From an optimization exercise on the open Yosys and OpenROAD flow, aimed at small area; shortcuts taken in it are not production practice. No functional check of the RTL was part of this run. Power and IR drop assume default switching activity.

==> flow/design.v <==
`timescale 1ns / 1ps
module Ducks_Rom(
	input [10:0] address,
	output reg [5:0] data
    );
	reg [5:0] rom_content [0:2047];
	always @(address)
		data = rom_content[address];
	initial begin
		$readmemh("duck_rom.hex",rom_content,0,2047);
	end
endmodule
`timescale 1ns / 1ps
module Ducks_Drawer(
	input clk,
	input en,
	input reset,
	input collision,
	input[9:0]hcount,
	input[9:0]vcount,
	output [5:0]data,
	output reg draw,
	output reg signed[10:0]pos_x,
	output reg signed[9:0]pos_y
    );
	reg [10:0] address;
	reg [17:0]contadorY;
	reg [16:0]contadorX;
	reg signed [4:0] offset_y;
	Ducks_Rom rom(address, data);
	wire signed [11:0]sHcount  = {3'b000,hcount};
	wire signed [9:0]sVcount = {3'b0,vcount};
	reg [4:0]cont;
	reg shouldStop;
	reg [10:0] address_v;
	reg draw_v;
	reg signed[10:0]pos_x_v;
	reg signed[9:0]pos_y_v;
	parameter 
		counterY_limit = 260000,
		counterX_limit =  60000,
		shouldIntercalate=0,
		initial_posY= 10'sd150,
		initial_posX=11'sd594,
		uPOrDown=1;
	always @(posedge clk) if(en)
	begin
		draw_v = 0;
		contadorY = contadorY +1;
		if(contadorY >= counterY_limit) begin
			contadorY = 0;
			cont = cont +1;
			if(shouldIntercalate) begin
				if(cont == 30)begin
					offset_y = -1*offset_y;
					cont = 0;
				end
			end
			if(shouldStop)begin
				offset_y = -1*offset_y;
				shouldStop=0;
			end
			pos_y_v = pos_y_v+offset_y;
		end
		if(pos_y_v>= 10'sd200 ||pos_y_v<= -10'sd40)begin 
			shouldStop=1;
		end
		contadorX = contadorX +1;
		if(contadorX > counterX_limit)begin
			contadorX=0;
			pos_x_v = pos_x_v-1;
		end
		if(pos_x_v<-11'sd46 || collision) begin
			pos_x_v = 11'sd640;
		end
		if( sVcount >=pos_y_v && sVcount < (pos_y_v+40))
		begin
			if(sHcount>= pos_x_v && sHcount < $signed(pos_x_v +46))
			begin
				draw_v = 1;
				address_v = address_v +1;
			end
		end
		else 
		begin
			address_v=0;
		end
		if(reset)begin
			address_v=0;
			draw_v = 0;
			pos_x_v = initial_posX;
			pos_y_v =initial_posY;
			offset_y=uPOrDown;
			contadorY=0;
			contadorX=0;
			cont =0;
			shouldStop=0;
		end
		address <= address_v;
		draw <= draw_v;
		pos_x <= pos_x_v;
		pos_y <= pos_y_v;
	end
endmodule
`timescale 1ns / 1ps
module Gun(
	input clk,
	input en,
	input reset,
	input[9:0]hcount,
	input[9:0]vcount,
	input izq,
	input der,
	input [2:0] bullet_counter,
	output reg [5:0]data,
	output reg draw,
	output reg [9:0] pos_x
    );
	reg [9:0] offset;
	reg [15:0]contador;
	reg [5:0]data_v;
	reg draw_v;
	reg [9:0]pos_x_v;
	always @(posedge clk) if(en)
	begin		
		draw_v = 0;
		if(vcount>434 && vcount <=465) begin
			if(hcount >= (offset + 26) && hcount <=(offset + 36))begin
				data_v = 0;
				draw_v=1;
				pos_x_v = offset + 26;
			end
		end
		if(vcount>465 && vcount <480)
		begin
			if(hcount >=(offset) && hcount <=(offset+62))
			begin
				draw_v=1;
				data_v = 0;
			end
		end
		if(vcount>470 && vcount <475)
		begin
			if(bullet_counter>0)begin
				if(hcount>=(offset +14) && hcount <=(offset+19))begin
					data_v = 6'b010100;
					draw_v=1;
				end
			end
			if(bullet_counter>1)begin
				if(hcount>=(offset +24) && hcount <=(offset+29))begin
					data_v = 6'b010100;
					draw_v=1;
				end
			end
			if(bullet_counter>2)begin
				if(hcount>=(offset +34) && hcount <=(offset+39))begin
					data_v = 6'b010100;
					draw_v=1;
				end
			end
			if(bullet_counter>3)begin
				if(hcount>=(offset +44) && hcount <=(offset+49))begin
					data_v = 6'b010100;
					draw_v=1;
				end
			end
		end
		contador = contador +1;
		if(contador >=1667) begin
			contador = 0;
			if(izq) begin
				if(offset >0) begin
					offset = offset - 1;
				end
			end else if(der) begin
				if(offset < 578) begin
					offset = offset + 1;
				end
			end
		end
		if(reset)begin
			offset =0;
			contador =0;
			draw_v =0;
			data_v =0;
			pos_x_v =26;
		end
		data <= data_v;
		draw <= draw_v;
		pos_x <= pos_x_v;
	end
endmodule
`timescale 1ns / 1ps
module Shot_Builder(
	input clk,
	input en,
	input fire, 
	input reset,
	input [9:0] pos_x,
	output signed [9:0]position_y1,
	output [9:0] position_x1,
	output signed [9:0]position_y2,
	output [9:0] position_x2,
	output signed [9:0]position_y3,
	output [9:0] position_x3,
	output signed [9:0]position_y4,
	output [9:0] position_x4,
	output signed [9:0]position_y5,
	output [9:0] position_x5,
	output signed [9:0]position_y6,
	output [9:0] position_x6,
	output signed [9:0]position_y7,
	output [9:0] position_x7,
	output signed [9:0]position_y8,
	output [9:0] position_x8,
	output reg [2:0] contador_balas
    );
	reg [2:0]new_address;
	reg [2:0]address;
	reg signed [9:0] Y_Positions[0:7];
	reg [9:0] X_Positions[0:7];
	reg valid[0:7];
	reg signed [9:0] Y_q[0:7];
	reg [9:0] X_q[0:7];
	reg shouldInstantiate;
	integer i;
	reg [2:0] debug_address;
	reg fin;
	assign position_y1 = Y_q[3'd0];
	assign position_x1 =  X_q[3'd0];
	assign position_y2 = Y_q[3'd1];
	assign position_x2 =  X_q[3'd1];
	assign position_y3 = Y_q[3'd2];
	assign position_x3 =  X_q[3'd2];
	assign position_y4 = Y_q[3'd3];
	assign position_x4 =  X_q[3'd3];
	assign position_y5 = Y_q[3'd4];
	assign position_x5 =  X_q[3'd4];
	assign position_y6 = Y_q[3'd5];
	assign position_x6 =  X_q[3'd5];
	assign position_y7 = Y_q[3'd6];
	assign position_x7 =  X_q[3'd6];
	assign position_y8 = Y_q[3'd7];
	assign position_x8 =  X_q[3'd7];
	reg instantiate;	
	reg [15:0] contador;
	reg decrementar;
	always @(posedge clk) if(en) begin
		if(valid[debug_address]) begin
			contador_balas= contador_balas+1;
		end
		if(debug_address ==7)begin
			fin = 1;
		end else begin
			debug_address = debug_address+1;
		end
		if(instantiate) begin
			if(valid[new_address]) begin
				new_address = new_address+1;
				instantiate=0;
			end
		end
		contador = contador + 1;
		if(contador >= 2000) begin
			contador = 0;
			decrementar=1;
		end
		if(fire) begin
			shouldInstantiate =1;
		end
		if(!fire && shouldInstantiate) begin
			instantiate = 1;
			valid[new_address]= 1'b1; 
			Y_Positions[new_address]=10'sd424; 
			X_Positions[new_address]=pos_x;
			shouldInstantiate =0;
		end
		if(decrementar) begin
			if(fin)begin
				debug_address=0;
				fin = 0;
			end
			for (i=0; i<8; i=i+1) begin
				if(Y_q[i] >=$signed(-10)) begin
					Y_Positions[i]=Y_q[i]-1;
				end else begin
					valid[i]= 1'b0;
				end
			end
			decrementar=0;
		end
		address= address +1;
		if(reset) begin
		fin=0;
		debug_address=0;
		contador_balas=0;
			decrementar=0;
			new_address = 0;
			shouldInstantiate=0;
			address= 0;
			instantiate = 0;
			contador = 0;
			for (i=0; i<8; i=i+1) begin
				valid[i] = 1'b0;
				Y_Positions[i] = -10'sd11;
				X_Positions[i] = 10'd0;
			end
		end
		for (i=0; i<8; i=i+1) begin
			Y_q[i] <= Y_Positions[i];
			X_q[i] <= X_Positions[i];
		end
	 end
endmodule
`timescale 1ns / 1ps
module Bullet_Drawer(
	input clk,
	input en,
	input reset,
	input [9:0] hcount, 
	input [9:0] vcount,
	input [9:0] pos_x,
	input signed [9:0] pos_y,
	output reg draw
	 );
	 reg draw_v;
	 always @(posedge clk) if(en) begin
		draw_v = 0;
		if($signed(vcount) >=pos_y && $signed(vcount)<=pos_y + 10) begin
			if(hcount>=pos_x && hcount < pos_x +8) begin
				draw_v = 1;
			end
		end
		if (reset) begin
			draw_v = 0;
		end
		draw <= draw_v;
	 end
endmodule
`timescale 1ns / 1ps
module Collision_Control(
	input clk,
	input reset,
	input signed [9:0]bulletPosition_y1,
	input signed [10:0] bulletPosition_x1,
	input signed [9:0]bulletPosition_y2,
	input signed [10:0] bulletPosition_x2,
	input signed [9:0]bulletPosition_y3,
	input signed [10:0] bulletPosition_x3,
	input signed [9:0]bulletPosition_y4,
	input signed [10:0] bulletPosition_x4,
	input signed [9:0]bulletPosition_y5,
	input signed [10:0] bulletPosition_x5,
	input signed [9:0]bulletPosition_y6,
	input signed [10:0] bulletPosition_x6,
	input signed [9:0]bulletPosition_y7,
	input signed [10:0] bulletPosition_x7,
	input signed [9:0]bulletPosition_y8,
	input signed [10:0] bulletPosition_x8,
	output reg signed [9:0]bulletPosition_y,
	output reg signed [10:0] bulletPosition_x
    );
	 reg [2:0]contador;
	 always @(posedge clk)begin
		 contador = contador +1;
		 case(contador)
					3'd0:begin
						bulletPosition_y <= bulletPosition_y1;
						bulletPosition_x <= bulletPosition_x1;
					end
					3'd1:begin
						bulletPosition_y <= bulletPosition_y2;
						bulletPosition_x <= bulletPosition_x2;
					end
					3'd2:begin
						bulletPosition_y <= bulletPosition_y3;
						bulletPosition_x <= bulletPosition_x3;
					end
					3'd3:begin
						bulletPosition_y <= bulletPosition_y4;
						bulletPosition_x <= bulletPosition_x4;
					end
					3'd4:begin
						bulletPosition_y <= bulletPosition_y5;
						bulletPosition_x <= bulletPosition_x5;
					end
					3'd5:begin
						bulletPosition_y <= bulletPosition_y6;
						bulletPosition_x <= bulletPosition_x6;
					end
					3'd6:begin
						bulletPosition_y <= bulletPosition_y7;
						bulletPosition_x <= bulletPosition_x7;
					end
					3'd7:begin
						bulletPosition_y <= bulletPosition_y8;
						bulletPosition_x <= bulletPosition_x8;
					end
					default:
						begin
						bulletPosition_y <= 0;
						bulletPosition_x <= 0;
					end
		 endcase
		 if(reset) begin
			contador = 0;
		 end
	 end
endmodule
`timescale 1ns / 1ps
module Comparator(
	input signed[10:0]duckPos_x,
	input signed[9:0]duckPos_y,
	input signed [9:0]bulletPosition_y,
	input signed [10:0] bulletPosition_x,
	output reg collision
    );
	 always @(*) begin
		if(duckPos_x >= bulletPosition_x && duckPos_x <= bulletPosition_x+8 && 
			duckPos_y >= bulletPosition_y && duckPos_y <= bulletPosition_y+10)
		begin
			collision <= 1'b1;
		end
		else if(bulletPosition_x>=duckPos_x && bulletPosition_x <= duckPos_x+46&&
				bulletPosition_y >=duckPos_y && bulletPosition_y <=duckPos_y +40)
		begin
			collision <= 1'b1;
		end else begin
			collision <= 1'b0;
		end
	 end
endmodule
`timescale 1ns / 1ps
module CLK_Divider(
    input clk,
    input reset,
	 output clk1hz
	 );
	 reg [21:0] counter;
	 reg clk1hz_buff;
	 parameter 
		counter_limit = 12'hbaa;
	 assign clk1hz = clk1hz_buff;
	 always @(posedge clk)
	 begin 
		counter = counter +1;
		if(counter == (counter_limit/2))
		begin
			clk1hz_buff <= !clk1hz_buff;
			counter = 22'h0;
		end
		if(reset)
		begin
			clk1hz_buff <= 1'b0;
			counter = 22'h0;
		end
	end
endmodule
`timescale 1ns / 1ps
module SineWave(
    input [4:0] address,
	 output reg[3:0] data
	 );
	always @(address)
	begin
		case (address)
			5'h0: data = 4'h8;
			5'h1: data = 4'h9;
			5'h2: data = 4'ha;
			5'h3: data = 4'hc;
			5'h4: data = 4'hd;
			5'h5: data = 4'he;
			5'h6: data = 4'he;
			5'h7: data = 4'hf;
			5'h8: data = 4'hf;
			5'h9: data = 4'hf;
			5'ha: data = 4'he;
			5'hb: data = 4'he;
			5'hc: data = 4'hd;
			5'hd: data = 4'hc;
			5'he: data = 4'ha;
			5'hf: data = 4'h9;
			5'h10: data = 4'h7;
			5'h11: data = 4'h6;
			5'h12: data = 4'h5;
			5'h13: data = 4'h3;
			5'h14: data = 4'h2;
			5'h15: data = 4'h1;
			5'h16: data = 4'h1;
			5'h17: data = 4'h0;
			5'h18: data = 4'h0;
			5'h19: data = 4'h0;
			5'h1a: data = 4'h1;
			5'h1b: data = 4'h1;
			5'h1c: data = 4'h2;
			5'h1d: data = 4'h3;
			5'h1e: data = 4'h5;
			5'h1f: data = 4'h6;
			default:
				data = 4'hX;
		endcase
	end
endmodule
`timescale 1ns / 1ps
module Control_Drawer(
	input clk, 
	input duck_drawer,
	input duck_draw2,
	input duck_draw3,
	input duck_draw4, 
	input gun_drawer,
	input shot_drawer1,
	input shot_drawer2,
	input shot_drawer3,
	input shot_drawer4,
	input shot_drawer5,
	input shot_drawer6,
	input shot_drawer7,
	input shot_drawer8,
	input [5:0]duck_data,
	input [5:0]duck_data2,
	input [5:0]duck_data3,
	input [5:0]duck_data4, 
	input [5:0]gun_data,
	output reg [5:0]data,
	output reg draw
    );
	always @(posedge clk)
	begin
		if(duck_drawer) begin
			draw <= 1;
			data <= duck_data;
		end else if(duck_draw2) begin
			draw <= 1;
			data <= duck_data2;
		end else if(duck_draw3) begin
			draw <= 1;
			data <= duck_data3;
		end else if(duck_draw4) begin
			draw <= 1;
			data <= duck_data4;
		end 
		else if (gun_drawer) begin
			draw <= 1;
			data <= gun_data;
		end else if(shot_drawer1 ||shot_drawer2 ||shot_drawer3 ||shot_drawer4 ||shot_drawer5 ||shot_drawer6 ||shot_drawer7 ||shot_drawer8)begin
			draw <= 1;
			data <= 6'b101010;
		end else begin
			draw <= 0;
		end
	end
endmodule
`timescale 1ns / 1ps
	module VGA_LOGIC(
	input clk,
	input reset,
   input [5:0]rgb_in,
	input draw,
	output reg [1:0]red_out,
   output reg [1:0]green_out,
   output reg [1:0]blue_out,
	output reg hsync,
	output reg vsync,
	output [9:0]hor_count,
	output [9:0]ver_count
	);
 reg [9:0]hcount;
 reg [9:0]vcount;
 reg [5:0]color;
 reg [9:0]hcount_q;
 reg [9:0]vcount_q;
 assign hor_count = hcount_q;
 assign ver_count = vcount_q;
 always @(posedge clk)
 begin 
	if(hcount == 799)
	begin
		hcount =0;
		if(vcount ==524)
		begin
			vcount =0;
		end else begin
			vcount = vcount+1;
		end
	end else begin
		hcount = hcount +1;
	end
	if(vcount >= 490 && vcount <492) begin
		vsync <=0;
	end else begin
		vsync <=1;
	end
	if(hcount >=656 && hcount <752) begin
		hsync <=0;
	end else begin
		hsync <=1;
	end
	if(hcount < 640 && vcount <480) begin
		red_out <={color[5], color[4]};
		green_out <= {color[3], color[2]};
		blue_out<={color[1], color[0]};
	end else begin
		red_out <=2'b0;
		green_out <= 2'b0;
		blue_out<=2'b0;
	end
	if(hcount < 640 && vcount <480)
	begin
		if(vcount < 240) begin
			color = 6'b001111;
		end
		else if(vcount < 264)begin
			color = 6'b001100;
		end else begin
			color = 6'b001000;
		end
		if(draw)
		begin
			color = rgb_in;
		end
	end
	if(reset)
	begin
	hcount = 0;
	vcount=0;
	color = 6'b0;
	end
	hcount_q <= hcount;
	vcount_q <= vcount;
 end
endmodule
`timescale 1ns / 1ps
module Main(
	input clk,
	input reset,
	input izq,
	input der,
	input fire,
	input reload,
	output [1:0]red_out,
   output [1:0]green_out,
   output [1:0]blue_out,
	output hsync,
	output vsync,
	output reg [7:0]led, 
	output shouldFinish,
	output [3:0]data_sound
    );
   wire vga_clk = clk;
	wire [9:0]hcount;
	wire [9:0]vcount;
	reg [24:0]contador;
	reg [4:0]segs;
	assign shouldFinish = segs == 30? 1:0;
	wire logicEn = !shouldFinish;
	wire duck_draw;
	wire [5:0] duck_data;
	wire [10:0] duckPos_x;
	wire [9:0] duckPos_y;
	wire collision;
	Ducks_Drawer #(
		.counterY_limit(8667),
		.counterX_limit(2000),
		.shouldIntercalate(0),
		.initial_posY(10'sd0),
		.initial_posX(-11'sd100),
		.uPOrDown(1)
		)DD(vga_clk, logicEn, reset,collision, hcount, vcount,duck_data, duck_draw, duckPos_x,duckPos_y);
	wire duck_draw2;
	wire [5:0] duck_data2;
	wire [10:0] duckPos_x2;
	wire [9:0] duckPos_y2;
	wire collision2;
	Ducks_Drawer #(
		.counterY_limit(8667),
		.counterX_limit(2000),
		.shouldIntercalate(0),
		.initial_posY(10'sd180),
		.initial_posX(-11'sd200),
		.uPOrDown(-1'sd1)
		)DD2(vga_clk, logicEn, reset,collision2, hcount, vcount,duck_data2, duck_draw2, duckPos_x2,duckPos_y2);
	wire duck_draw3;
	wire [5:0] duck_data3;
	wire [10:0] duckPos_x3;
	wire [9:0] duckPos_y3;
	wire collision3;
	Ducks_Drawer #(
		.counterY_limit(8667),
		.counterX_limit(2333),
		.shouldIntercalate(1),
		.initial_posY(10'sd110),
		.initial_posX(-11'sd50),
		.uPOrDown(1'sd1)
		)DD3(vga_clk, logicEn, reset,collision3, hcount, vcount,duck_data3, duck_draw3, duckPos_x3,duckPos_y3);
	wire duck_draw4;
	wire [5:0] duck_data4;
	wire [10:0] duckPos_x4;
	wire [9:0] duckPos_y4;
	wire collision4;
	Ducks_Drawer #(
		.counterY_limit(8667),
		.counterX_limit(2667),
		.shouldIntercalate(1),
		.initial_posY(10'sd70),
		.initial_posX(-11'sd400),
		.uPOrDown(1'sd1)
		)DD4(vga_clk, logicEn, reset,collision4, hcount, vcount,duck_data4, duck_draw4, duckPos_x4,duckPos_y4);
	wire [5:0] gun_data;
	wire gun_drawer;
	wire [9:0] pos_x;
	wire [2:0] contador_led;
	reg [2:0]bullet_counter;
	Gun g(vga_clk, logicEn, reset, hcount, vcount, izq, der,bullet_counter, gun_data, gun_drawer, pos_x);
	wire [5:0] shot_data; 
	wire shot_drawer;
	wire [9:0]position_y1;
	wire [9:0]position_x1;
	wire [9:0]position_y2;
	wire [9:0]position_x2;
	wire [9:0]position_y3;
	wire [9:0]position_x3;
	wire [9:0]position_y4;
	wire [9:0]position_x4;
	wire [9:0]position_y5;
	wire [9:0]position_x5;
	wire [9:0]position_y6;
	wire [9:0]position_x6;
	wire [9:0]position_y7;
	wire [9:0]position_x7;
	wire [9:0]position_y8;
	wire [9:0]position_x8;
	wire fire_up= bullet_counter==0? 0: fire;
	Shot_Builder SB(vga_clk, logicEn, fire_up,reset, pos_x, position_y1, position_x1,position_y2, position_x2,position_y3, position_x3,position_y4, position_x4,position_y5, position_x5,position_y6, position_x6,position_y7, position_x7,position_y8, position_x8,contador_led);
	wire shot_drawer2;
	wire shot_drawer3;	 
	wire shot_drawer4; 
	wire shot_drawer5; 
	wire shot_drawer6; 
	wire shot_drawer7; 
	wire shot_drawer8;
	Bullet_Drawer BD1(vga_clk, logicEn, reset, hcount, vcount, position_x1, position_y1, shot_drawer);
	Bullet_Drawer BD2(vga_clk, logicEn, reset, hcount, vcount, position_x2, position_y2, shot_drawer2);
	Bullet_Drawer BD3(vga_clk, logicEn, reset, hcount, vcount, position_x3, position_y3, shot_drawer3);
	Bullet_Drawer BD4(vga_clk, logicEn, reset, hcount, vcount, position_x4, position_y4, shot_drawer4);
	Bullet_Drawer BD5(vga_clk, logicEn, reset, hcount, vcount, position_x5, position_y5, shot_drawer5);
	Bullet_Drawer BD6(vga_clk, logicEn, reset, hcount, vcount, position_x6, position_y6, shot_drawer6);
	Bullet_Drawer BD7(vga_clk, logicEn, reset, hcount, vcount, position_x7, position_y7, shot_drawer7);
	Bullet_Drawer BD8(vga_clk, logicEn, reset, hcount, vcount, position_x8, position_y8, shot_drawer8);
	wire [9:0]bulletPosition_y;
	wire [10:0] bulletPosition_x;
	Collision_Control CC(vga_clk, reset, 
	position_y1,
	position_x1,
	position_y2,
	position_x2,
	position_y3,
	position_x3,
	position_y4,
	position_x4,
	position_y5,
	position_x5,
	position_y6,
	position_x6,
	position_y7,
	position_x7,
	position_y8,
	position_x8,
	bulletPosition_y,
	bulletPosition_x);
	Comparator C(duckPos_x, duckPos_y, bulletPosition_y, bulletPosition_x, collision);
	Comparator C2(duckPos_x2, duckPos_y2, bulletPosition_y, bulletPosition_x, collision2);
	Comparator C3(duckPos_x3, duckPos_y3, bulletPosition_y, bulletPosition_x, collision3);
	Comparator C4(duckPos_x4, duckPos_y4, bulletPosition_y, bulletPosition_x, collision4);
	wire collisions = collision || collision2 ||collision3 ||collision4; 
	reg[4:0] address_sineWave;
	wire clk_c;
	wire clk_g;
	reg temp;
	CLK_Divider #(.counter_limit(12'hbaa))clk_div_c(.clk(vga_clk),.reset(reset),.clk1hz(clk_c));
	CLK_Divider #(.counter_limit(12'h7c9))clk_div_g(.clk(vga_clk),.reset(reset),.clk1hz(clk_g));
	SineWave rom(address_sineWave,data_sound);
	reg temp_q;
	always @(posedge vga_clk)begin
		temp_q <= temp;
		if(temp && !temp_q)begin
			address_sineWave <= address_sineWave+1;
		end
		if(reset)begin
			address_sineWave <= 0;
		end
	end
	always @(posedge vga_clk)begin
		if(collisions)begin
			temp <= clk_g;
		end else if(fire_up)begin
			temp <= clk_c;
		end else begin
			temp <= 0;
		end
		if(reset)begin
			temp <= 0;
		end
	end
	wire draw;
	wire [5:0]data;
	Control_Drawer CD(vga_clk, 
	duck_draw,duck_draw2,duck_draw3,duck_draw4, 
	gun_drawer,
	shot_drawer,shot_drawer2,shot_drawer3,shot_drawer4,shot_drawer5,shot_drawer6,shot_drawer7,shot_drawer8, 
	duck_data,duck_data2,duck_data3,duck_data4, gun_data,
	data, draw);
	VGA_LOGIC vga(vga_clk,reset,data,draw,red_out,green_out,blue_out,hsync,vsync,hcount, vcount);
	reg hasCollisioned;
	reg fired;
	reg [7:0]led_v;
	reg [4:0]segs_v;
	reg [2:0]bullet_counter_v;
	always @(posedge vga_clk)
	begin	
		if(collisions) begin
			hasCollisioned=1;
		end
		if(!collisions && hasCollisioned)begin
			hasCollisioned=0;
			led_v = led_v+1;
		end
		contador = contador+1;
		if(contador >=80000)begin
			if(segs_v<30)begin
				segs_v = segs_v+1;
			end
			contador=0;
		end
		if(reload) begin
			bullet_counter_v=4;
		end
		if(fire) begin
			fired = 1;
		end
		if(!fire && fired)begin
			fired=0;
			if(bullet_counter_v>0)begin
				bullet_counter_v = bullet_counter_v-1;
			end
		end
		if(reset)begin
			fired=0;
			bullet_counter_v=4;
			segs_v=0;
			led_v=0;
			hasCollisioned=0;
			contador=0;
		end
		led <= led_v;
		segs <= segs_v;
		bullet_counter <= bullet_counter_v;
	end
endmodule
==> flow/duck_rom.hex <==
F
F
F
F
F
F
F
F
F
F
F
F
F
F
F
F
F
F
2
2
F
F
F
F
F
F
F
F
F
F
F
F
F
F
F
F
F
F
F
F
F
F
F
F
F
F
F
F
F
F
F
F
F
F
F
F
F
F
F
F
F
F
F
F
2
2
2
2
F
2
F
F
F
F
F
F
F
F
F
F
F
F
F
F
F
F
F
F
F
F
F
F
F
F
F
F
F
F
F
F
F
F
F
F
F
F
F
F
F
F
2
2
2
2
F
2
F
F
F
F
F
F
F
F
F
F
F
F
F
F
F
F
F
F
F
F
F
F
F
F
F
F
F
F
F
F
F
F
F
F
F
F
F
F
F
F
2
2
3F
3F
2
2
2
2
F
F
F
F
F
F
F
F
F
F
F
F
F
F
F
F
F
F
F
F
F
F
F
F
F
F
F
F
F
F
F
F
F
F
F
F
F
F
2
2
3F
3F
3F
2
3F
3F
2
F
F
F
F
F
F
F
F
F
F
F
F
F
F
F
F
F
F
F
F
F
F
F
F
F
F
F
F
F
F
F
F
F
F
F
F
F
F
2
2
2
3F
3F
3F
3F
3F
2
3F
3F
F
F
F
F
F
F
F
F
F
F
F
F
F
F
F
F
F
F
F
F
F
F
F
F
F
F
F
F
F
F
F
F
F
F
F
2
2
2
3F
3F
3F
3F
3F
2
3F
3F
F
F
F
F
F
F
F
F
F
F
F
F
F
F
F
F
F
F
F
F
F
F
F
F
F
F
F
F
F
F
F
F
F
F
F
2
2
2
3F
3F
3F
3F
3F
3F
3F
3F
2
F
F
F
F
F
F
F
F
F
F
F
F
F
F
F
F
F
F
F
F
F
F
F
F
F
F
F
F
F
F
F
F
F
F
F
2
2
3F
3F
3F
3F
3F
3F
3F
3F
2
F
F
F
F
F
F
F
F
F
F
F
F
F
F
F
F
F
F
F
F
F
F
F
F
F
F
F
F
F
F
F
F
F
F
F
2
2
2
3F
3F
3F
3F
3F
3F
3F
3F
F
F
F
F
F
F
F
F
F
F
F
F
F
F
F
F
F
F
F
F
F
F
F
F
F
F
F
F
F
F
F
F
F
F
F
2
2
2
3F
3F
3F
3F
3F
3F
3F
3F
F
F
F
F
F
F
F
F
F
F
F
F
F
F
F
F
F
F
F
F
F
F
F
F
F
F
F
F
F
F
F
F
F
F
F
F
F
2
3F
3F
3F
3F
3F
3F
3F
3F
F
F
F
F
F
F
F
F
F
F
F
F
F
F
F
F
F
F
F
F
F
F
F
22
3F
3F
22
22
22
F
F
F
F
F
F
F
F
2
3F
3F
3F
3F
3F
3F
3F
3F
F
F
F
F
F
F
F
F
F
F
F
F
F
F
F
F
F
F
F
F
F
F
F
22
3F
3F
22
22
22
F
F
F
F
F
F
F
F
2
3F
3F
3F
3F
3F
3F
3F
3F
F
F
F
F
F
F
F
F
F
F
F
F
F
F
F
F
F
F
F
F
F
F
22
3F
3F
3F
3F
22
22
22
F
F
F
F
F
F
F
2
3F
3F
3F
3F
3F
3F
3F
3F
3F
F
F
F
F
F
F
F
F
F
F
F
F
F
F
F
F
F
F
F
F
F
22
2
3F
3F
3F
22
22
22
22
F
F
F
F
F
F
2
2
3F
3F
3F
3F
3F
3F
3F
3F
F
F
F
F
F
F
F
F
F
F
F
F
F
F
F
F
F
F
F
35
35
22
2
3F
3F
3F
22
22
22
22
22
22
F
F
F
F
F
2
3F
3F
3F
3F
3F
3F
3F
3F
F
F
F
F
F
F
F
F
F
F
F
F
F
F
F
F
F
F
F
35
35
22
2
3F
3F
3F
22
22
22
22
22
22
F
F
F
F
F
2
3F
3F
3F
3F
3F
3F
3F
3F
F
F
F
F
F
F
F
F
F
F
F
F
F
F
F
35
35
35
35
35
35
22
3F
3F
3F
3F
22
22
22
22
22
22
3F
2
F
F
F
2
3F
3F
3F
3F
3F
3F
3F
3F
F
F
F
F
F
F
F
F
F
F
F
F
F
F
35
35
35
35
35
35
35
22
22
3F
3F
22
22
22
22
22
22
22
3F
2
2
2
2
2
3F
3F
3F
3F
3F
3F
3F
3F
2
2
2
F
F
F
F
F
F
F
F
F
F
F
35
35
35
35
35
35
35
22
22
22
22
22
22
22
22
22
22
22
3F
2
2
2
2
2
2
2
3F
3F
3F
3F
3F
3F
2
2
2
2
2
2
2
F
F
F
F
F
F
F
35
35
35
35
35
35
35
22
22
22
22
22
22
22
22
22
22
22
3F
2
2
2
2
2
2
2
3F
3F
3F
3F
3F
3F
2
2
2
2
2
2
2
F
F
F
F
F
F
F
F
F
F
F
F
F
F
F
22
22
22
22
22
22
22
22
3F
3F
3F
2
2
2
2
2
2
2
3F
3F
3F
3F
3F
3F
2
2
2
2
2
2
2
2
2
2
2
F
F
2
F
F
F
F
F
F
F
F
F
F
F
F
F
F
F
22
3F
3F
2
2
2
2
2
2
2
2
3F
3F
3F
3F
3F
3F
2
2
2
2
2
2
2
2
2
2
2
2
2
F
F
F
F
F
F
F
F
F
F
F
F
F
F
F
F
F
F
F
2
2
2
2
2
3F
3F
3F
3F
3F
3F
3F
3F
3F
2
2
2
2
2
2
2
2
2
2
3F
F
F
F
F
F
F
F
F
F
F
F
F
F
F
F
F
F
F
F
F
F
2
2
2
2
2
3F
3F
3F
3F
3F
3F
3F
3F
3F
2
2
2
2
2
2
2
2
2
2
3F
F
F
F
F
F
F
F
F
F
F
F
F
F
F
F
F
F
F
F
F
F
F
F
3F
3F
3F
3F
3F
3F
3F
3F
3F
3F
3F
3F
2
2
2
2
2
2
2
2
2
3F
F
F
F
F
F
F
F
F
F
F
F
F
F
F
F
F
F
F
F
F
F
F
F
F
F
F
3F
3F
3F
3F
3F
3F
3F
3F
3F
3F
3F
3F
2
2
2
2
3F
3F
3F
F
F
F
F
F
F
F
F
F
F
F
F
F
F
F
F
F
F
F
F
F
F
F
F
F
F
F
F
3F
3F
3F
3F
3F
3F
3F
3F
3F
3F
3F
3F
3F
3F
3F
3F
3F
3F
F
F
F
F
F
F
F
F
F
F
F
F
F
F
F
F
F
F
F
F
F
F
F
F
F
F
F
F
3F
3F
3F
3F
3F
3F
3F
3F
3F
3F
3F
3F
3F
3F
3F
3F
3F
3F
F
F
F
F
F
F
F
F
F
F
F
F
F
F
F
F
F
F
F
F
F
F
F
F
F
F
F
F
F
F
F
3F
3F
3F
3F
3F
3F
3F
3F
3F
3F
3F
3F
3F
F
F
F
F
F
F
F
F
F
F
F
F
F
F
F
F
F
F
F
F
F
F
F
F
F
F
F
F
F
F
F
F
F
F
F
3F
3F
3F
3F
3F
3F
3F
3F
3F
3F
F
F
F
F
F
F
F
F
F
F
F
F
F
F
F
F
F
F
F
F
F
F
F
F
F
F
F
F
F
F
F
F
F
F
F
F
3F
3F
3F
3F
3F
3F
3F
3F
3F
3F
F
F
F
F
F
F
F
F
F
F
F
F
F
F
F
F
F
F
F
F
F
F
F
F
F
F
F
F
F
F
F
F
F
F
F
F
F
F
F
3F
3F
3F
35
F
F
F
F
F
F
F
F
F
F
F
F
F
F
F
F
F
F
F
F
F
F
F
F
F
F
F
F
F
F
F
F
F
F
F
F
F
F
F
F
F
F
F
35
35
35
35
35
35
35
F
F
F
F
F
F
F
F
F
F
F
F
F
F
F
F
F
F
F
F
F
F
F
F
F
F
F
F
F
F
F
F
F
F
F
F
F
F
F
F
F
35
35
35
35
35
F
F
F
F
F
F
F
F
F
F
F
F
F
F
F
F
F
F
F
F
F
F
F
F
F
F
F
F
F
F
F
F
F
F
F
F
F
F
F
F
F
35
35
35
35
35
F
F
F
F
F
F
F
F
F
F
F
F
F
F
F
F
F
F
F
F
F
F
F
F
F
F
F
F
F
F
F
F
F
F
F
F
F
F
F
F
F
F
35
35
35
35
F
F
F
F
F
F
F
F
F
F
F
F
F
F
F
F
F
F
F
F
F
F
F
F
F
F
F
F
F
F
F
F
F
F
F
F
F
F
F
F
F
F
F
F
35
F
F
F
F
F
F
F
F
F
F
F
F
F
F
F
F
F
F
F
F
F
F
F
F
F
F
F
F
F
F
F
F
F
F
F
F
F
F
F
F
F
F
F
F
F
F
F
F
F
F
F
F
F
F
0
0
0
0
0
0
0
0
0
0
0
0
0
0
0
0
0
0
0
0
0
0
0
0
0
0
0
0
0
0
0
0
0
0
0
0
0
0
0
0
0
0
0
0
0
0
0
0
0
0
0
0
0
0
0
0
0
0
0
0
0
0
0
0
0
0
0
0
0
0
0
0
0
0
0
0
0
0
0
0
0
0
0
0
0
0
0
0
0
0
0
0
0
0
0
0
0
0
0
0
0
0
0
0
0
0
0
0
0
0
0
0
0
0
0
0
0
0
0
0
0
0
0
0
0
0
0
0
0
0
0
0
0
0
0
0
0
0
0
0
0
0
0
0
0
0
0
0
0
0
0
0
0
0
0
0
0
0
0
0
0
0
0
0
0
0
0
0
0
0
0
0
0
0
0
0
0
0
0
0
0
0
0
0
0
0
0
0
0
0
0
0
0
0
0
0
0
0
0
0
0
0
0
0
0
0
0
0
==> flow/run.sh <==
#!/bin/bash
# synth_recipe.tcl (not shown) runs the flow's synth.tcl, then flattens the netlist and writes it again
# the make line also repeats each setting of config.mk as NAME=value (left out here)
make -C /OpenROAD-flow-scripts/flow DESIGN_CONFIG=/design/flow/config.mk WORK_HOME=/design/flow/orfs CLKGATE_MAP_FILE= SYNTH_SCRIPT=/design/flow/synth_recipe.tcl finish
==> flow/config.mk <==
export PLATFORM = sky130hd
export DESIGN_NAME = Main
export DESIGN_NICKNAME = Main
export VERILOG_FILES = /design/flow/design.v
export SDC_FILE = /design/flow/constraint.sdc
export NUM_CORES = 4
export LEC_CHECK = 0
export CAP_MARGIN = 20
export CORE_MARGIN = 2
export CORE_UTILIZATION = 40
export SLEW_MARGIN = 20
export SYNTH_MEMORY_MAX_BITS = 16384
==> flow/constraint.sdc <==
create_clock -name core_clock -period 20.0 [get_ports {clk}]
set_input_delay 4.0000 -clock core_clock [delete_from_list [all_inputs] [get_ports {clk}]]
set_output_delay 4.0000 -clock core_clock [all_outputs]
set_load 0.01 [all_outputs]
==> impl.org <==
** Final layout
- Fill cells in the final layout number 18434.
- At the end of the flow the core is filled with cells to 0.434.
- Net count, final :: just over 10000
- Post-route non-filler standard cell count :: around 12000
- The top cell types in the final layout, fill and taps aside, are 1035 x ha_1, 1034 x nor2_1, 779 x nand2_1.
- Area added between synthesis and finish :: 8.04%
- Area of all sequential standard cells :: 20000 um^2
- Multi-input gate area :: 52000 um^2
- After routing the design area is between 80000 and 90000 um^2.
- In the final layout, the share of cells above drive strength 1 is 0.0500.
- The library cell used most frequently in the layout, excluding fill and tap cells, is ha_1.

** Yosys
- Top flip-flop cell by instance count after synthesis :: edfxtp_1
- Warnings, synthesis :: 28
- The synthesized design contains 540 enable-type register cells.
- Post-synthesis cell type with the largest combined area :: edfxtp_1
- Synthesized area per cell :: 8.18 um^2
- Synthesis produced 9213 cells.
- Share of flip-flops with an asynchronous set or reset after synthesis :: 0
- For this run, the register share of the synthesized area comes to 0.265.
- Yosys mapped the design onto about 120 distinct sky130hd cell types.
- Of the post-synthesis cell area, the dominant cell type holds 0.215.
- Register bit total from synthesis :: about 730
- Biggest area contributors in the synthesized netlist :: edfxtp_1 22%, ha_1 17%, xnor2_1 5.5%
- Summing every instance area after synthesis gives 75400 um^2.

** Place
- Post-DP Area :: between 70000 and 80000 um^2
- The congestion estimate from routability-driven global placement came to 0.945.
- Port buffering added 26 buffers.
- Once detailed placement completed, the half-perimeter wirelength came to 177000 um.
- Once placement completed, the tool counted placed cells totaling 11466.
- Before CTS, the worst setup slack after placement is 8.85 ns.

** Timing
- Setup skew after layout :: a little under 0.06 ns
- Crit share post-route :: 0.569
- Setup violations remaining at the end of the flow were counted as 0.
- The number of max-slew violations in the final report is 0.
- Shortest period the worst path allows :: 11.39 ns
- Summed over all failing endpoints, the final setup total negative slack is 0 ns.
- For the pin with the worst max-slew slack, the measured transition is 1.13 ns.
- Post-route worst setup slack :: 8.61 ns
- Final hold slack :: between 0.3 and 0.4 ns
- Derived from the worst setup path, the maximum achievable clock frequency is 87.8 MHz.
- The count of final hold-check violations was 0.
- Setup repair after global routing left no endpoint under its margin.
- Headroom to the max-slew limit :: 0.240

** Clock tree
- Reg clk slew, reported paths :: 0.06 ns
- Clock latency reported for the late side of the worst-skew pair :: 0.77 ns
- Root buffer cell :: clkbuf_16
- # Post-CTS Setup Buffers :: 0
- The clock passes through at most 3 buffers.
- Post-CTS repair changed the size of 0 cells.
- The number of hold buffers added after CTS was 0.
- CTS tree :: yes
- Clock tree synthesis inserted a total of 95 buffers.
- H-tree depth reported by CTS :: 3
- Clock net sink count :: 729

** Pwr
- Dividing total power by cell area gives a power density of ~110 nW/um^2.
- Summed over all cells, the static leakage comes to between 30 and 40 nW.
- After layout, the design draws a total of 9.14 mW.
- Max VDD drop :: slightly above 0.1 mV

** Detailed routing
- Wire length reported by the detailed router :: 250000 um
- Antenna Violating Nets Remaining :: 0
- Post-route DRC violation count :: 0
- For this block, the via count after detailed routing is about 70000.
- Number of detailed-routing iterations run before antenna repair :: 7
- Iter 0 DRT Violations :: 7130
- Drt wl/cell :: 21.4 um
- In the routed layout, each cell is associated on average with a via count of 6.05.

** GRT
- Vias in the first global route :: 67077
- Across every metal layer, demand over resource in global routing totals 0.251.
- The number of antenna violations at the first check in global routing was 4.
- Summed over all layers, the global routing overflow is 0.
- Entering global routing, the biggest net connects 111 pins.
- The first global-routing pass estimated between 300000 and 400000 um of wire.

** Critical path
- Cell family with the largest share of critical-path delay :: compound AO/OA/AOI/OAI gates
- In this design, the stage delay of the slowest critical-path cell is around 0.86 ns.
- In this run the worst path has a maximum fanout of 40.
- For this design, the slowest cell found on the critical path is nor2_1.
- Data on the critical path arrives at its endpoint at 11.98 ns.
- The number of buffers and inverters on the critical path is 4.
- Element type at the critical path end :: flop
- Critical Path RT :: approximately 20 ns
- Critical path type :: flop to flop
- Kind of launch point of the worst setup path :: flop

** Floorplanning
- Width of the die :: 438 um
- DIE AREA :: between 150000 and 200000 um^2
- The core region is roughly 190000 um^2.
- Initial standard-cell utilization of the core :: 0.402
- The floorplan has 159 rows.
- Die height :: between 400 and 500 um
- Boundary Pins :: 27

** Run status
- Outcome :: timing/DRC/antenna clean

** Job
- Max-cap violations in this run came to 0.

** Hold path
- Hold Path Class :: flop to flop
[worst register-to-register path: cells and delay by family (launching register included)]
| kind | cells | cell delay, ns |
|---|---|---|
| adder cells (fa/ha/maj) | 4 | 1.12 |
| buffers and inverters | 4 | 1.42 |
| flip-flops | 1 | 0.72 |
| AND/OR/NAND/NOR | 11 | 2.72 |
| AO/OA/AOI/OAI | 19 | 4.64 |
| XOR/XNOR | 2 | 0.63 |
[final timing paths]
check / startpoint / endpoint / slack [ns] / cells past startpoint
worst max-delay path: CC.bulletPosition_x[4] / CD.duck_data3[3] / 8.61 / 40
worst min-delay path: temp / temp_q / 0.35 / 0
worst max register to register: CC.bulletPosition_x[4] / CD.duck_data3[3] / 8.61 / 40
worst min register to register: temp / temp_q / 0.35 / 0
[Yosys cell counts (all sizes together), types with 63 or more instances]
| cell | n |
|---|---|
| nor2 | 1051 |
| ha | 1035 |
| nand2 | 786 |
| a21oi | 616 |
| o21ai | 570 |
| edfxtp | 540 |
| inv | 504 |
| xnor2 | 471 |
| nand3 | 342 |
| clkbuf | 300 |
| nor3 | 217 |
| dfxtp | 189 |
| xor2 | 178 |
| nand4 | 176 |
| nand2b | 171 |
| nor2b | 152 |
| buf | 137 |
| mux2i | 115 |
| a21o | 111 |
| a31oi | 104 |
| nor4 | 95 |
| and3 | 90 |
| a211oi | 87 |
| o211ai | 87 |
| o31ai | 65 |
| and2 | 63 |
[where the power goes]
group	internal, mW	switching, mW	leakage [nW]
sequential	1.85	0.313	7.64
combinational	2.01	3.16	23.7
clock	1.05	0.761	1.59
[cell type report]
class                   instances  share of cell area
flip-flops and latches        729               0.246
clock inverters                49             0.00691
inverters                     512              0.0237
well taps                    2495              0.0383
clock buffers                 128              0.0331
repair buffers                140              0.0141
diodes                          1           0.0000307
multi-input cells            7590               0.638
[kinds of logic (layout without fill, tap and decap cells)]
kind of cell,count (synthesis),after routing,share of synthesized area
adder cells (fa/ha/maj),1041,1041,0.173
AND/OR/NAND/NOR,3351,3351,0.212
AO/OA/AOI/OAI,2356,2356,0.205
buffers and inverters,949,829,0.0501
other,1,57,0.0000497
multiplexers,137,137,0.0189
flip-flops,729,729,0.265
XOR/XNOR,649,649,0.0754
[sequential cells by signal (all words and copies together), names as in the netlist, 16 cells and up, named ones only]
name and count:
DD2.contadorX 17, DD4.contadorX 17, clk_div_g.counter 22, SB.contador 16, g.contador 16, SB.Y_Positions 80
clk_div_c.counter 22, contador 25, DD.contadorX 17, DD2.contadorY 18, DD4.contadorY 18, DD.contadorY 18
DD3.contadorX 17, SB.X_Positions 80, DD3.contadorY 18
[layer usage]
layer,up-vias,share of wire,GRT usage
met5,-,0.000052,0
met3,626,0.071,0.0363
met2,2862,0.44,0.397
li1,33370,-,-
met4,2,0.039,0.0966
met1,33531,0.45,0.344

==> afterwards: timing with drivers on the ports <==
The flow's constraints put no driver on any port. The routed layout listed below was extracted and timed again, unchanged, in two steps. Step 1 (the two cells are an assumption about what drives the block):
set clk [get_ports {clk}]
set_driving_cell -lib_cell sky130_fd_sc_hd__clkbuf_16 $clk
set_driving_cell -lib_cell sky130_fd_sc_hd__buf_2 [delete_from_list [all_inputs] $clk]
Step 2 moves the port delays by t, midway between the first and last clock arrival at a register: inputs arrive t later, outputs are due t later. That takes back most of the time a late clock gives input paths. Slacks: ideal / step 1 / step 2; pairs: ideal / step 1.
shift t [ns]: 0.820
setup WS [ns]: 8.613 / 8.613 / 8.613
hold WS [ns]: 0.353 / 0.353 / 0.353
worst setup path at the end: register to register
After both steps setup and hold are still met in this run. For this run, drivers alone change the setup slack by 0.000 ns; drivers and shift together by 0.000 ns.
